Background: an optimization exercise with open tools, aiming at small area, a short achievable clock period and few clock cycles per item. Do not read the settings as production practice.
Only simulation tests tie the RTL to the original design; equivalence was not proved.
Power is estimated from default activity; no workload was simulated.

Design RGB2YUV, start of the top module:
module RGB2YUV (start, clk, rst_n, inportR, inportG, inportB, done, outportY, outportU, outportV);
clock: 10.0 ns
lec_check: 0
cap_margin: 20
core_margin: 2
core_utilization: 55
slew_margin: 20
synth_hierarchical: 1
synth_minimum_keep_size: 0
standard.sh (not shown) runs the stock make flow with config.mk's settings and CLKGATE_MAP_FILE= SYNTH_SCRIPT=/design/flow/synth_recipe.tcl, a recipe that flattens the netlist after the stock synthesis.
==> flow/flow/run.sh <==
#!/bin/bash
# The standard layout (standard.sh), except that the port buffers are
# sky130_fd_sc_hd__buf_1 cells rather than ORFS's default delay buffers, and timing
# repair aims for 5.4 ns of setup slack. Each run's output goes to its own log.
set -euo pipefail
export BUFFER_PORTS_ARGS="-buffer_cell sky130_fd_sc_hd__buf_1"
export SETUP_SLACK_MARGIN=5.4
bash standard.sh synth > synth.log 2>&1
bash standard.sh > layout.log 2>&1
Testbench counts at the start, summed over its fixed seeds: cycles 3,208, items 3,200.
==> next run, changes <==
--- a/flow/flow/run.sh
+++ b/flow/flow/run.sh
@@ -4 +4 @@
-# repair aims for 5.4 ns of setup slack. Each run's output goes to its own log.
+# repair aims for 5.8 ns of setup slack. Each run's output goes to its own log.
@@ -7 +7 @@
-export SETUP_SLACK_MARGIN=5.4
+export SETUP_SLACK_MARGIN=5.8
Die area does not change; clock power increases by 35%; non-clock buffer count grows by 23; setup slack is better by 0.16 ns; utilization increases by 6.3 points; flip-flop and latch count does not change; global-route usage grows by 1.4 points; routed wire length went up by 10%; area after synthesis does not change; worst hold slack gets better by 0.0096 ns; total power went up by 6.9%.
==> next run, changes <==
==> flow/flow/run.sh (replaced) <==
#!/bin/bash
# The standard layout, except that the port buffers are sky130_fd_sc_hd__buf_2
# cells rather than ORFS's default delay buffers, and timing repair aims for
# 5.5 ns of setup slack. Each run's output goes to its own log.
set -euo pipefail
export BUFFER_PORTS_ARGS="-buffer_cell sky130_fd_sc_hd__buf_2"
export SETUP_SLACK_MARGIN=5.5
bash standard.sh synth > synth.log 2>&1
bash standard.sh > layout.log 2>&1
Count of clock-buffer cells in the layout increases by 1; sequential share of layout area increases by 0.91 points; final cell count decreases by about 2.2%; die area is unchanged; clock skew does not change; routed wire length decreases by 2.9%; worst setup slack degrades by 0.085 ns; synthesized area is unchanged; via count decreases by about 3.6%.
==> next run, changes <==
==> flow/flow/run.sh (replaced) <==
#!/bin/bash
# The standard layout, except that the port buffers are sky130_fd_sc_hd__buf_1
# cells rather than ORFS's default delay buffers. Each run's output goes to its own log.
set -euo pipefail
export BUFFER_PORTS_ARGS="-buffer_cell sky130_fd_sc_hd__buf_1"
bash standard.sh synth > synth.log 2>&1
bash standard.sh > layout.log 2>&1
SETUP_SLACK_MARGIN = 5   (was default)
The changed run finished clean.
First-iteration DRC count decreases by about 40%.
Sequential power stays flat.
Global-route usage fell by 0.45 points.
Utilization went down by 4.1 points.
Fmax falls by 9.1%.
Power is lower by about 3.4%.
Register-to-register slack loses 0.03 ns.
Synthesized cell count stays the same.
Combinational power came out lower by 6.1%.
Final cell count falls by 2.5%.
Area after synthesis does not change.
==> next run, changes <==
==> flow/flow/run.sh (replaced) <==
#!/bin/bash
# The standard layout (standard.sh), except that the port buffers are
# sky130_fd_sc_hd__buf_1 cells rather than ORFS's default delay buffers, and timing
# repair aims for 5.5 ns of setup slack. Each run's output goes to its own log.
set -euo pipefail
export BUFFER_PORTS_ARGS="-buffer_cell sky130_fd_sc_hd__buf_1"
export SETUP_SLACK_MARGIN=5.5
bash standard.sh synth > synth.log 2>&1
bash standard.sh > layout.log 2>&1
CORE_UTILIZATION = 65   (was 55)
SETUP_SLACK_MARGIN = default   (was 5)
=> Routed wire length goes up by 6.3%; flip-flop and latch count does not change; die area goes down by 15%; total power goes up by 0.49%; worst setup slack gets better by 0.46 ns; non-clock buffer count goes up by 8; worst hold slack gets better by 0.012 ns; sequential share of layout area goes down by 0.53 points; critical path depth is unchanged; cell count goes down by 2.6%.
==> next run, changes <==
==> flow/run.sh (new file) <==
#!/bin/bash
# synth_recipe.tcl (not shown) runs the flow's synth.tcl, then flattens the netlist and writes it again
# the make line also repeats each setting of config.mk as NAME=value (left out here)
make -C /OpenROAD-flow-scripts/flow DESIGN_CONFIG=/design/flow/config.mk WORK_HOME=/design/flow/orfs CLKGATE_MAP_FILE= SYNTH_SCRIPT=/design/flow/synth_recipe.tcl finish
CORE_UTILIZATION = 55   (was 65)
SETUP_SLACK_MARGIN = 5   (was default)
removed: flow/flow/run.sh
removed: flow/standard.sh
The changed run finished clean.
Register-to-register slack hardly moves.
Count of clock-buffer cells in the layout is unchanged.
Maximum frequency is lower by 8.3%.
Via count is lower by about 1.2%.
Hold slack stays flat.
Die area is higher by 17%.
Setup slack is worse by 0.40 ns.
Cell count is higher by about 3.5%.
Non-clock buffer count is lower by 3.

-- separate check: timing with driven ports --
In the flow no input, the clock included, has a driving cell. The finished layouts below were timed again as built, in two steps.
Step 1 (the two cells are an assumption about what drives the block):
set clk [get_ports {clk}]
set_driving_cell -lib_cell sky130_fd_sc_hd__clkbuf_16 $clk
set_driving_cell -lib_cell sky130_fd_sc_hd__buf_2 [delete_from_list [all_inputs] $clk]
Step 2, shift: input delay + t, output delay - t, t = (earliest + latest rising clock arrival at the registers) / 2. This alone moves slack from input paths to output paths.
a / b / c = ideal ports / drivers / drivers and shift; a / b = the first two.
| run | t, ns | slack for setup (ns) | cell pins on the clock port's net |
|---|---|---|---|
| the first run | 0.332 | 5.430 / 5.437 / 5.105 | 1 |
| the second run | 0.338 | 5.595 / 5.567 / 5.229 | 1 |
| the third run | 0.336 | 5.510 / 5.488 / 5.209 | 1 |
| the fourth run | 0.335 | 5.061 / 5.071 / 4.736 | 1 |
| the fifth run | 0.329 | 5.522 / 5.500 / 5.171 | 1 |
| the sixth run | 0.342 | 5.119 / 5.136 / 4.794 | 1 |
After both steps setup and hold are still met in every run listed. For the second run, which loses most, drivers alone change the setup slack by -0.028 ns; drivers and shift together by -0.366 ns.
